This is an optimization exercise on Yosys and OpenROAD, whose aim is small area, not a production implementation. In this exercise RTL edits were held to simulation tests only and were not proved equivalent to the original.

==> run a <==
==> flow/design.v <==
module top_czcjj(
	input sys_clk,
	input reset_n,
	input   [2:0]    key,
	output [3:0] seg_sel,
	output [7:0] seg_led
);
reg [2:0] r_ff;                  
reg [2:0] k0_ff, k1_ff, k2_ff;   
reg k0_q, k1_q, k2_q;            
always @(posedge sys_clk) begin
	r_ff  <= {r_ff[1:0],  ~reset_n};
	k0_ff <= {k0_ff[1:0], ~key[0]};
	k1_ff <= {k1_ff[1:0], ~key[1]};
	k2_ff <= {k2_ff[1:0], ~key[2]};
end
wire rst  = &r_ff;
wire stop = &k0_ff;
wire addk = &k1_ff;
wire chd  = &k2_ff;
always @(posedge sys_clk) begin
	k0_q <= stop;
	k1_q <= addk;
	k2_q <= chd;
end
wire stop_ev = stop & ~k0_q;
wire add_ev  = k1_q & ~addk;
wire chd_ev  = chd & ~k2_q;
reg waiting;         
reg [1:0] mode;      
always @(posedge sys_clk) begin
	if (rst) waiting <= 1'b0;
	else if (stop_ev) waiting <= ~waiting;
end
always @(posedge sys_clk) begin
	if (rst) mode <= 2'd0;
	else if (chd_ev) mode <= mode[1] ? 2'd0 : mode + 2'd1;
end
reg [5:0] pre;        
wire tick = waiting & (&pre);
always @(posedge sys_clk) begin
	if (rst) pre <= 6'd14;
	else if (waiting) pre <= (&pre) ? 6'd14 : pre + 6'd1;
end
reg [2:0] s_t; reg [3:0] s_o;
reg [2:0] m_t; reg [3:0] m_o;
wire s_o9  = (s_o == 4'd9);
wire s_59  = s_o9 & (s_t == 3'd5);
wire m_o9  = (m_o == 4'd9);
wire m_59  = m_o9 & (m_t == 3'd5);
wire m_ev  = tick & s_59;
always @(posedge sys_clk) begin
	if (rst) begin
		s_o <= 4'd0; s_t <= 3'd0;
	end else if (tick) begin
		s_o <= s_o9 ? 4'd0 : s_o + 4'd1;
		if (s_o9) s_t <= (s_t == 3'd5) ? 3'd0 : s_t + 3'd1;
	end
end
always @(posedge sys_clk) begin
	if (rst) begin
		m_o <= 4'd0; m_t <= 3'd0;
	end else if (m_ev) begin
		m_o <= m_o9 ? 4'd0 : m_o + 4'd1;
		if (m_o9) m_t <= (m_t == 3'd5) ? 3'd0 : m_t + 3'd1;
	end
end
reg [15:0] km;
wire k_ev = ~waiting & add_ev;
wire [3:0] c9;
assign c9[0] = (km[3:0] == 4'd9);
assign c9[1] = c9[0] & (km[7:4] == 4'd9);
assign c9[2] = c9[1] & (km[11:8] == 4'd9);
assign c9[3] = c9[2] & (km[15:12] == 4'd9);
always @(posedge sys_clk) begin
	if (rst) km <= 16'd0;
	else if (k_ev) begin
		km[3:0]   <= c9[0] ? 4'd0 : km[3:0] + 4'd1;
		if (c9[0]) km[7:4]   <= c9[1] ? 4'd0 : km[7:4] + 4'd1;
		if (c9[1]) km[11:8]  <= c9[2] ? 4'd0 : km[11:8] + 4'd1;
		if (c9[2]) km[15:12] <= c9[3] ? 4'd0 : km[15:12] + 4'd1;
	end
end
reg kd1, kd2, md1, md2;
always @(posedge sys_clk) begin
	kd1 <= k_ev & ~rst;
	kd2 <= kd1 & ~rst;
	md1 <= m_ev & ~rst;
	md2 <= md1 & ~rst;
end
wire km_hi0   = (km[15:8] == 8'd0);
wire k_mul5   = (km[3:0] == 4'd0) | (km[3:0] == 4'd5);
wire k_zero   = km_hi0 & (km[7:0] == 8'd0);
wire k_five   = km_hi0 & (km[7:0] == 8'h05);
wire k_ten    = km_hi0 & ((km[7:4] == 4'd1) | (km[7:4] == 4'd2) | (km[7:0] == 8'h30));
wire m_zero   = (m_t == 3'd0) & (m_o == 4'd0);
wire [3:0] m_sum = {1'b0, m_t} + m_o;    
wire m_mul3   = (m_sum == 4'd0) | (m_sum == 4'd3) | (m_sum == 4'd6) | (m_sum == 4'd9) | (m_sum == 4'd12);
reg [15:0] delta;
always @(*) begin
	delta = 16'h0000;
	if (kd2) begin
		if (k_zero)                 delta = 16'h5999;
		else if (k_mul5 & ~k_five)  delta = k_ten ? 16'h0010 : 16'h0007;
	end else if (md2) begin
		if (m_zero)      delta = 16'h9867;
		else if (m_mul3) delta = 16'h0007;
	end
end
reg [15:0] fare;
reg [15:0] fare_n;
reg [4:0] dsum;
reg cy;
integer i;
always @(*) begin
	cy = 1'b0;
	for (i = 0; i < 4; i = i + 1) begin
		dsum = fare[4*i +: 4] + delta[4*i +: 4] + cy;
		if (dsum > 5'd9) begin
			fare_n[4*i +: 4] = dsum - 5'd10;
			cy = 1'b1;
		end else begin
			fare_n[4*i +: 4] = dsum[3:0];
			cy = 1'b0;
		end
	end
end
always @(posedge sys_clk) begin
	if (rst) fare <= 16'h0030;
	else fare <= fare_n;
end
reg [3:0] q;           
wire dri_en = &q;
always @(posedge sys_clk) begin
	if (rst) q <= 4'd6;
	else q <= dri_en ? 4'd6 : q + 4'd1;
end
reg [3:0] v;           
reg b;                 
always @(posedge sys_clk) begin
	if (rst) begin
		v <= 4'd0; b <= 1'b1;
	end else if (dri_en) begin
		v <= v + 4'd1;
		if (v[0]) b <= 1'b0;
	end
end
wire [3:0] vm1 = v - 4'd1;
wire [1:0] cs  = b ? 2'd0 : vm1[3:2];
reg [3:0] dig;
always @(*) begin
	case (mode)
		2'd0: case (v[3:2])
			2'd0: dig = km[3:0];
			2'd1: dig = km[7:4];
			2'd2: dig = km[11:8];
			default: dig = km[15:12];
		endcase
		2'd1: case (v[3:2])
			2'd0: dig = s_o;
			2'd1: dig = {1'b0, s_t};
			2'd2: dig = m_o;
			default: dig = {1'b0, m_t};
		endcase
		default: case (v[3:2])
			2'd0: dig = fare[3:0];
			2'd1: dig = fare[7:4];
			2'd2: dig = fare[11:8];
			default: dig = fare[15:12];
		endcase
	endcase
end
wire pt = (mode == 2'd1) ? (cs == 2'd2) : (cs == 2'd1);
reg [3:0] s0, nd, od;
reg pd, odp;
always @(posedge sys_clk) begin
	if (rst) begin
		s0 <= 4'd0; nd <= 4'd0; pd <= 1'b1; od <= 4'd15; odp <= 1'b1;
	end else if (dri_en) begin
		s0 <= dig;
		nd <= s0;
		pd <= ~pt;
		od <= nd;
		odp <= pd;
	end
end
wire [3:0] vm2 = v - 4'd2;
wire [1:0] ss = vm2[3:2];
assign seg_sel = b ? (v[0] ? 4'b1110 : 4'b1111) : ~(4'b0001 << ss);
wire [6:0] seg7 =
	(od == 4'd0) ? 7'b1000000 :
	(od == 4'd1) ? 7'b1111001 :
	(od == 4'd2) ? 7'b0100100 :
	(od == 4'd3) ? 7'b0110000 :
	(od == 4'd4) ? 7'b0011001 :
	(od == 4'd5) ? 7'b0010010 :
	(od == 4'd6) ? 7'b0000010 :
	(od == 4'd7) ? 7'b1111000 :
	(od == 4'd8) ? 7'b0000000 :
	(od == 4'd9) ? 7'b0010000 : 7'b1111111;
assign seg_led = {odp, seg7};
endmodule
==> flow/flow/run.sh <==
#!/bin/bash
# Own layout flow: the standard flow (standard.sh) with an area-oriented synthesis
# (own_synth.tcl) and plain buf_1 cells as the port buffers.
set -euo pipefail
W=$(pwd)
F=$W/flow
export OWN_ABC_SCRIPT=$F/abc_area_min.script
bash "$W/standard.sh" "SYNTH_SCRIPT=$F/own_synth.tcl" "ADDER_MAP_FILE=" \
  "BUFFER_PORTS_ARGS=-buffer_cell sky130_fd_sc_hd__buf_1" finish > "$W/own_flow_make.log" 2>&1
==> flow/flow/abc_area_min.script <==
strash
&get -n
&fraig -x
&put
dc2
strash
&get -n
&dch -f
&nf -R 1000 -a
&put
==> flow/flow/own_synth.tcl <==
# Standard synthesis (synth_recipe.tcl) with two changes for area: full/half adder
# extraction is skipped, and ABC maps with an area-only script (no buffering or upsizing).
proc synth {args} { yosys synth -nofsm -noshare {*}$args }
proc extract_fa {args} { puts "own flow: extract_fa skipped" }
proc abc {args} {
  set out {}
  set skip 0
  foreach a $args {
    if { $skip } { set skip 0; continue }
    if { $a eq "-script" || $a eq "-constr" || $a eq "-D" } { set skip 1; continue }
    lappend out $a
  }
  puts "own flow: abc -script $::env(OWN_ABC_SCRIPT) $out"
  yosys abc -script $::env(OWN_ABC_SCRIPT) {*}$out
}
source $::env(SCRIPTS_DIR)/synth.tcl
# left out here: clear keep_hierarchy, flatten, clean up, hide names made inside functions, write 1_2_yosys.v
==> flow/standard.sh <==
#!/bin/bash
# synth_recipe.tcl (not shown) runs the flow's synth.tcl, then flattens the netlist and writes it again
# the make line also repeats each setting of config.mk as NAME=value (left out here)
make -C /OpenROAD-flow-scripts/flow DESIGN_CONFIG=/design/flow/config.mk WORK_HOME=/design/flow/orfs CLKGATE_MAP_FILE= SYNTH_SCRIPT=/design/flow/synth_recipe.tcl "${@:-finish}"
==> flow/config.mk <==
export PLATFORM = sky130hd
export DESIGN_NAME = top_czcjj
export DESIGN_NICKNAME = top_czcjj
export VERILOG_FILES = /design/flow/design.v
export SDC_FILE = /design/flow/constraint.sdc
export NUM_CORES = 4
export LEC_CHECK = 0
export CAP_MARGIN = 20
export CORE_MARGIN = 2
export CORE_UTILIZATION = 40
export PLACE_DENSITY = 0.6
export SLEW_MARGIN = 20
==> flow/constraint.sdc <==
create_clock -name core_clock -period 14.0 [get_ports {sys_clk}]
set_input_delay 2.8000 -clock core_clock [delete_from_list [all_inputs] [get_ports {sys_clk}]]
set_output_delay 2.8000 -clock core_clock [all_outputs]
set_load 0.01 [all_outputs]
==> inputs of run b, as changes to run a <==
==> flow/design.v (replaced) <==
module bcd_inc(input [3:0] d, input c, output [3:0] o, output co);
	assign co   = c & d[3] & d[0];
	assign o[0] = d[0] ^ c;
	assign o[1] = d[1] ^ (c & d[0] & ~d[3]);
	assign o[2] = d[2] ^ (c & d[0] & d[1]);
	assign o[3] = d[3] ^ (c & d[0] & (d[3] | (d[1] & d[2])));
endmodule
module six_inc(input [2:0] d, input c, output [2:0] o, output co);
	assign co   = c & d[2] & d[0];
	assign o[0] = d[0] ^ c;
	assign o[1] = d[1] ^ (c & d[0] & ~d[2]);
	assign o[2] = d[2] ^ (c & d[0] & (d[1] | d[2]));
endmodule
module top_czcjj(
	input sys_clk,
	input reset_n,
	input   [2:0]    key,
	output [3:0] seg_sel,
	output [7:0] seg_led
);
reg [2:0] r_ff;
reg [3:0] k0_ff, k1_ff, k2_ff;
always @(posedge sys_clk) begin
	r_ff  <= {r_ff[1:0],  ~reset_n};
	k0_ff <= {k0_ff[2:0], ~key[0]};
	k1_ff <= {k1_ff[2:0], ~key[1]};
	k2_ff <= {k2_ff[2:0], ~key[2]};
end
wire rst     = &r_ff;
wire stop_ev = (&k0_ff[2:0]) & ~k0_ff[3];           
wire add_ev  = (&k1_ff[3:1]) & ~k1_ff[0];           
wire chd_ev  = (&k2_ff[2:0]) & ~k2_ff[3];           
reg waiting;         
reg [1:0] mode;      
always @(posedge sys_clk) begin
	if (rst) waiting <= 1'b0;
	else if (stop_ev) waiting <= ~waiting;
end
always @(posedge sys_clk) begin
	if (rst) mode <= 2'd0;
	else if (chd_ev) mode <= {mode[0], ~mode[1] & ~mode[0]};
end
reg [5:0] pre;        
wire [5:0] pre_c = {&pre[4:0], &pre[3:0], &pre[2:0], &pre[1:0], pre[0], 1'b1};
wire tick = waiting & (&pre);
always @(posedge sys_clk) begin
	if (rst) pre <= 6'd14;
	else if (waiting) pre <= (pre ^ pre_c) | {2'b00, {3{&pre}}, 1'b0};
end
reg [3:0] s_o; reg [2:0] s_t;
reg [3:0] m_o; reg [2:0] m_t;
wire [3:0] s_o_n, m_o_n; wire [2:0] s_t_n, m_t_n;
wire c_so, c_st, c_mo, c_mt;
bcd_inc u_so(.d(s_o), .c(tick), .o(s_o_n), .co(c_so));
six_inc u_st(.d(s_t), .c(c_so), .o(s_t_n), .co(c_st));
bcd_inc u_mo(.d(m_o), .c(c_st), .o(m_o_n), .co(c_mo));
six_inc u_mt(.d(m_t), .c(c_mo), .o(m_t_n), .co(c_mt));
wire m_ev = c_st;
always @(posedge sys_clk) begin
	if (rst) begin
		s_o <= 4'd0; s_t <= 3'd0; m_o <= 4'd0; m_t <= 3'd0;
	end else begin
		s_o <= s_o_n; s_t <= s_t_n; m_o <= m_o_n; m_t <= m_t_n;
	end
end
reg [15:0] km;
wire [15:0] km_n;
wire k_ev = ~waiting & add_ev;
wire ck0, ck1, ck2, ck3;
bcd_inc u_k0(.d(km[3:0]),   .c(k_ev), .o(km_n[3:0]),   .co(ck0));
bcd_inc u_k1(.d(km[7:4]),   .c(ck0),  .o(km_n[7:4]),   .co(ck1));
bcd_inc u_k2(.d(km[11:8]),  .c(ck1),  .o(km_n[11:8]),  .co(ck2));
bcd_inc u_k3(.d(km[15:12]), .c(ck2),  .o(km_n[15:12]), .co(ck3));
always @(posedge sys_clk) begin
	if (rst) km <= 16'd0;
	else km <= km_n;
end
reg kd1, kd2, md1, md2;
always @(posedge sys_clk) begin
	kd1 <= k_ev & ~rst;
	kd2 <= kd1 & ~rst;
	md1 <= m_ev & ~rst;
	md2 <= md1 & ~rst;
end
wire km_hi0   = ~(|km[15:8]);
wire k_mul5   = ~km[3] & ~km[1] & (km[2] ~^ km[0]);    
wire k_zero   = km_hi0 & ~(|km[7:0]);
wire k_five   = km_hi0 & ~(|km[7:4]) & km[2];
wire k_ten    = km_hi0 & ((km[7:4] == 4'd1) | (km[7:4] == 4'd2) | ((km[7:4] == 4'd3) & ~km[2]));
wire m_zero   = ~(|m_t) & ~(|m_o);
wire [3:0] m_sum = {1'b0, m_t} + m_o;    
wire m_mul3   = (m_sum == 4'd0) | (m_sum == 4'd3) | (m_sum == 4'd6) | (m_sum == 4'd9) | (m_sum == 4'd12);
reg [15:0] delta;
always @(*) begin
	delta = 16'h0000;
	if (kd2) begin
		if (k_zero)                 delta = 16'h5999;
		else if (k_mul5 & ~k_five)  delta = k_ten ? 16'h0010 : 16'h0007;
	end else if (md2) begin
		if (m_zero)      delta = 16'h9867;
		else if (m_mul3) delta = 16'h0007;
	end
end
reg [15:0] fare;
reg [15:0] fare_n;
reg [4:0] dsum;
reg cy;
integer i;
always @(*) begin
	cy = 1'b0;
	for (i = 0; i < 4; i = i + 1) begin
		dsum = fare[4*i +: 4] + delta[4*i +: 4] + cy;
		if (dsum > 5'd9) begin
			fare_n[4*i +: 4] = dsum - 5'd10;
			cy = 1'b1;
		end else begin
			fare_n[4*i +: 4] = dsum[3:0];
			cy = 1'b0;
		end
	end
end
always @(posedge sys_clk) begin
	if (rst) fare <= 16'h0030;
	else fare <= fare_n;
end
reg [4:0] q;
wire dri_en = q[4] & ~q[3];
always @(posedge sys_clk) begin
	if (rst) q <= 5'd0;
	else q <= {q[3:0], ~q[4]};
end
reg [3:0] v;           
reg b;                 
always @(posedge sys_clk) begin
	if (rst) begin
		v <= 4'd0; b <= 1'b1;
	end else if (dri_en) begin
		v <= v + 4'd1;
		if (v[1]) b <= 1'b0;
	end
end
wire [1:0] cs = b ? 2'd0 : (v[3:2] - {1'b0, ~|v[1:0]});
reg [3:0] dig;
always @(*) begin
	case (mode)
		2'd0: case (v[3:2])
			2'd0: dig = km[3:0];
			2'd1: dig = km[7:4];
			2'd2: dig = km[11:8];
			default: dig = km[15:12];
		endcase
		2'd1: case (v[3:2])
			2'd0: dig = s_o;
			2'd1: dig = {1'b0, s_t};
			2'd2: dig = m_o;
			default: dig = {1'b0, m_t};
		endcase
		default: case (v[3:2])
			2'd0: dig = fare[3:0];
			2'd1: dig = fare[7:4];
			2'd2: dig = fare[11:8];
			default: dig = fare[15:12];
		endcase
	endcase
end
wire pt = mode[0] ? (cs == 2'd2) : (cs == 2'd1);
reg [3:0] s0, nd, od;
reg pd, odp;
always @(posedge sys_clk) begin
	if (dri_en) begin
		s0 <= dig;
		nd <= s0;
		pd <= ~pt;
		od <= nd;
		odp <= pd;
	end
end
wire [1:0] ss = v[3:2] - {1'b0, ~v[1]};
assign seg_sel = b ? {3'b111, ~|v[1:0]} : ~(4'b0001 << ss);
wire [6:0] seg7 =
	(od == 4'd0) ? 7'b1000000 :
	(od == 4'd1) ? 7'b1111001 :
	(od == 4'd2) ? 7'b0100100 :
	(od == 4'd3) ? 7'b0110000 :
	(od == 4'd4) ? 7'b0011001 :
	(od == 4'd5) ? 7'b0010010 :
	(od == 4'd6) ? 7'b0000010 :
	(od == 4'd7) ? 7'b1111000 :
	(od == 4'd8) ? 7'b0000000 : 7'b0010000;
wire blank = ~|v[1:0];
assign seg_led = b ? {2'b11, {6{blank}}} : {odp, seg7};
endmodule
==> flow/flow/run.sh (replaced) <==
#!/bin/bash
# Own layout flow: the standard flow (standard.sh) with an area-oriented synthesis
# (own_synth.tcl), plain buf_1 cells as the port buffers and a clock tree without dummy loads.
set -euo pipefail
W=$(pwd)
F=$W/flow
export OWN_ABC_SCRIPT=$F/abc_area_min.script
CTS="-sink_clustering_enable -repair_clock_nets -dont_use_dummy_load"
bash "$W/standard.sh" "SYNTH_SCRIPT=$F/own_synth.tcl" "ADDER_MAP_FILE=" \
  "BUFFER_PORTS_ARGS=-buffer_cell sky130_fd_sc_hd__buf_1" "CTS_ARGS=$CTS" finish > "$W/own_flow_make.log" 2>&1
==> inputs of run c, as changes to run a <==
==> flow/run.sh (new file) <==
#!/bin/bash
# synth_recipe.tcl (not shown) runs the flow's synth.tcl, then flattens the netlist and writes it again
# the make line also repeats each setting of config.mk as NAME=value (left out here)
make -C /OpenROAD-flow-scripts/flow DESIGN_CONFIG=/design/flow/config.mk WORK_HOME=/design/flow/orfs CLKGATE_MAP_FILE= SYNTH_SCRIPT=/design/flow/synth_recipe.tcl finish
removed: flow/flow/run.sh
removed: flow/flow/abc_area_min.script
removed: flow/flow/own_synth.tcl
removed: flow/standard.sh
==> impl_metrics.toml <==
[status]
status = "timing/DRC/antenna clean"

[layout]
fillCellCount = 1000
nClkBuffers = 9

[timing]
setup_ws_ps = 7063
timing.final.crit_share_pct = 49.55
whs_ps = 353.9

[route]
wl_met3_um = 228
num_vias = 3355
viasPerCell = 5.359

[global_routing]
grt_use_total_pct = 15.31

[power]
p_sw_w = 0.0002579
power.density_nw_per_um2 = 161.7
intPower_w = 0.0004846
p_leak_nw = 1.741
-- figures above: run b

==> impl_metrics.toml <==
[layout]
fillCellCount = 1095

[critical_path]
cp-endpoint = "fare[14]"

[global_routing]
grt_use_total_pct = 17.35
grt_pass1_vias = 3412

[synthesis]
synth-edff-count = 0
yosys_warnings = 1

[power]
p_leak_nw = 1.813
power.density_nw_per_um2 = 167.6
intPower_w = 0.0005104

[clock_tree]
htreeDepth = 3

[timing]
whs_ps = 347.3
timing.final.crit_share_pct = 53.49
setup_ws_ps = 6511

[status]
status = "timing/DRC/antenna clean"

[route]
viasPerCell = 5.424
num_vias = 3770
wl_met3_um = 333
-- figures above: run a

==> impl_metrics.toml <==
[global_routing]
grt_use_total_pct = 15.85

[power]
p_leak_nw = 2.475
p_sw_w = 0.0003491
intPower_w = 0.0006615
switching_share_pct = 34.54
power.density_nw_per_um2 = 169.6

[timing]
timing.final.crit_share_pct = 65.23
setup_ws_ps = 4868
whs_ps = 349.2

[clock_tree]
cts_sinks = 97
cts_buffers = 9

[status]
status = "timing/DRC/antenna clean"

[layout]
finalNetCount = 659
n_all_inverters = 25
fillCellCount = 1281
nClkBuffers = 11

[route]
viasPerCell = 5.276

[synthesis]
synth-edff-count = 0
syn_avg_cell_area_um2 = 8.874
-- figures above: run c

## what the ideal ports hide
No port has a modelled driver above. Below, the same layouts with a new extraction and two added sets of constraints.
Step 1 assumes that a clkbuf_16 drives the clock port and a buf_2 every other input.
Step 2 times the ports against the registers' clock, not the clock port: input delays grow and output delays shrink by t, the midpoint of the rising clock arrivals with the driver on.
Slacks: ideal / step 1 / step 2; pairs: ideal / step 1.
| run | shift t [ns] | setup slack, ns | hold WS [ns] | worst setup path after step 2 |
|---|---|---|---|---|
| run a | 0.393 | 6.511 / 6.511 / 6.511 | 0.347 / 0.347 / 0.347 | register to register |
| run b | 0.383 | 7.063 / 7.063 / 7.063 | 0.354 / 0.354 / 0.354 | register to register |
| run c | 0.384 | 4.868 / 4.868 / 4.868 | 0.349 / 0.349 / 0.349 | register to register |
After both steps every run listed still meets setup and hold.
